Background: an optimization exercise with open tools, aiming at small area. Do not read the settings as production practice.
The RTL was checked by simulation tests, not by an equivalence proof against the original design.
No activity file was given, so power comes from the tool's default toggle rates.

==> inputs of v16 <==
## reg_smt_con
module reg_smt_con #
                  (
                  parameter    A_WTH              =     24                    ,
                  parameter    D_WTH              =     32                    ,
                  parameter    MAX_DDR_NUM        =     4                     ,
                  parameter    DDR_NUM            =     4                     ,
                  parameter    REG_MMU_CONNECT_ID =     12'h001
                  )
                 (
                 input                           clk_sys                     ,
                 input                           rst                         ,
                 input wire [31:0]               tx2ddr_cfifo_stat           ,
                 input wire [31:0]               tx2ddr_dfifo_stat           ,
                 input wire [31:0]               kernel2ddr_cfifo_stat       ,
  ...
Settings: LEC_CHECK=0, CAP_MARGIN=10, CORE_MARGIN=2, CORE_UTILIZATION=65, PLACE_DENSITY=0.8, SLEW_MARGIN=10; clock period 5.0 ns.
standard.sh (not shown) runs the stock make flow with config.mk's settings and CLKGATE_MAP_FILE= SYNTH_SCRIPT=/design/flow/synth_recipe.tcl, a recipe that flattens the netlist after the stock synthesis.
==> flow/flow/run.sh <==
#!/bin/bash
# Own layout flow: the standard synthesis; flow/gen_netlist.py then keeps
# its flip-flops (names, cells, clock and reset nets) and rebuilds the logic
# feeding them by hand; then the standard layout with buf_1 port buffers
# and a clock tree without dummy loads.
set -euo pipefail
cd "$(dirname "$0")/.."
R=orfs/results/sky130hd/reg_smt_con/base
CTS="-sink_clustering_enable -repair_clock_nets -dont_use_dummy_load -buf_list {sky130_fd_sc_hd__clkbuf_8} -sink_clustering_size 15 -sink_clustering_max_diameter 50"
bash standard.sh synth > synth.log 2>&1
cp $R/1_2_yosys.v $R/1_2_yosys_std.v
python3 flow/gen_netlist.py $R/1_2_yosys_std.v $R/1_2_yosys.v > gen_netlist.log 2>&1
rm -f $R/1_synth.odb $R/1_synth.sdc
bash standard.sh synth > synth_odb.log 2>&1
bash standard.sh "BUFFER_PORTS_ARGS=-buffer_cell sky130_fd_sc_hd__buf_1" "CTS_ARGS=$CTS" finish > layout.log 2>&1
Other scripts of this flow, unchanged in this note and not shown: flow/flow/gen_netlist.py
==> v18: changes against v16 <==
==> flow/config.mk (replaced) <==
export PLATFORM = sky130hd
export DESIGN_NAME = reg_smt_con
export DESIGN_NICKNAME = reg_smt_con
export VERILOG_FILES = /design/flow/design.v
export SDC_FILE = /design/flow/constraint.sdc
export NUM_CORES = 4
export LEC_CHECK = 0
export CAP_MARGIN = 20
export CORE_MARGIN = 2
export CORE_UTILIZATION = 55
export PLACE_DENSITY = 0.7
export SLEW_MARGIN = 20
==> key figures <==
Global route
  • First-pass GRT wire length: roughly 250000 um
  • Initial antenna violation count: 54

Cells and area
  • Commonest non-fill, non-tap cells in the layout: dfxtp_1 (1152), buf_1 (593), a21oi_1 (567), buf_4 (448)
  • Post-Layout Cell Count: roughly 6700
  • Count of non-CTS buffers in the layout: between 1000 and 1500
  • Fraction of area in multi-input gates: 0.379

Critical path
  • Critical Path Slowest Stage Cell: o21ai_0

Placement
  • Dpl hpwl: roughly 130000 um

Power and ir drop
  • Pint: between 10 and 15 mW

Routing
  • First DRT Iteration DRCs: between 5000 and 6000

Run status
  • Status: timing/DRC/antenna clean

Floorplan
  • Core Area: 0.0791 mm2
[end of results for v18]
==> key figures <==
Run status
  • Status: timing/DRC/antenna clean

Min path
  • WHS Endpoint: err_pf[28]$_DFF_P_

Power and ir drop
  • Power, Total: 17.1 mW
  • Top Consumer: registers
  • Power in the clock group: 4.89 mW
  • Pint: ~13 mW

Critical path
  • Arr. time, crit path: between 5000 and 6000 ps
  • CP max stage delay: 360 ps
  • Critical Path Slowest Stage Cell: or2_4
  • Bufs and invs on worst path: 3

STA
  • Final min period: 4710 ps

Cells and area
  • Count of non-CTS buffers in the layout: around 1200
  • Largest cell class by area: flip-flops and latches
  • Commonest non-fill, non-tap cells in the layout: dfxtp_1 (1152), buf_1 (593), a21oi_1 (560), buf_4 (551)
  • Post-Layout Cell Count: 6625

Clock tree
  • H-tree depth: 3
  • Max Buffers Root-to-Sink: 3

Global route
  • Pin count of the biggest net entering global routing: 81

Placement
  • Dpl hpwl: 137000 um

Floorplan
  • Core Area: between 0.06 and 0.07 mm2
[end of results for v16]

port drivers added, routing unchanged:
How much do the figures lean on ideal ports? The routed layouts below were timed once more, with nothing changed but the port constraints. Step 1: set_driving_cell puts a clkbuf_16 on clk_sys and a buf_2 on each other input, an assumption about the parent block. Step 2 also shifts input and output timing later by t, the mid clock arrival at the registers, as if the neighbouring blocks saw the same clock. Slacks: ideal / step 1 / step 2; pairs: ideal / step 1.
run	t (ns)	setup slack, ns	latest minus earliest clock arrival (ns)	slew at the worst register clock pin (ns)
v16	0.784	0.286 / 0.314 / -0.471	0.095 / 0.095	0.10 / 0.10
v18	0.789	0.502 / 0.429 / -0.360	0.089 / 0.090	0.10 / 0.10
Met with ideal ports but missed after step 2: setup timing in v16 and v18. The setup slack of v18, which loses most, moves by -0.073 ns with the drivers and by -0.862 ns with both steps.
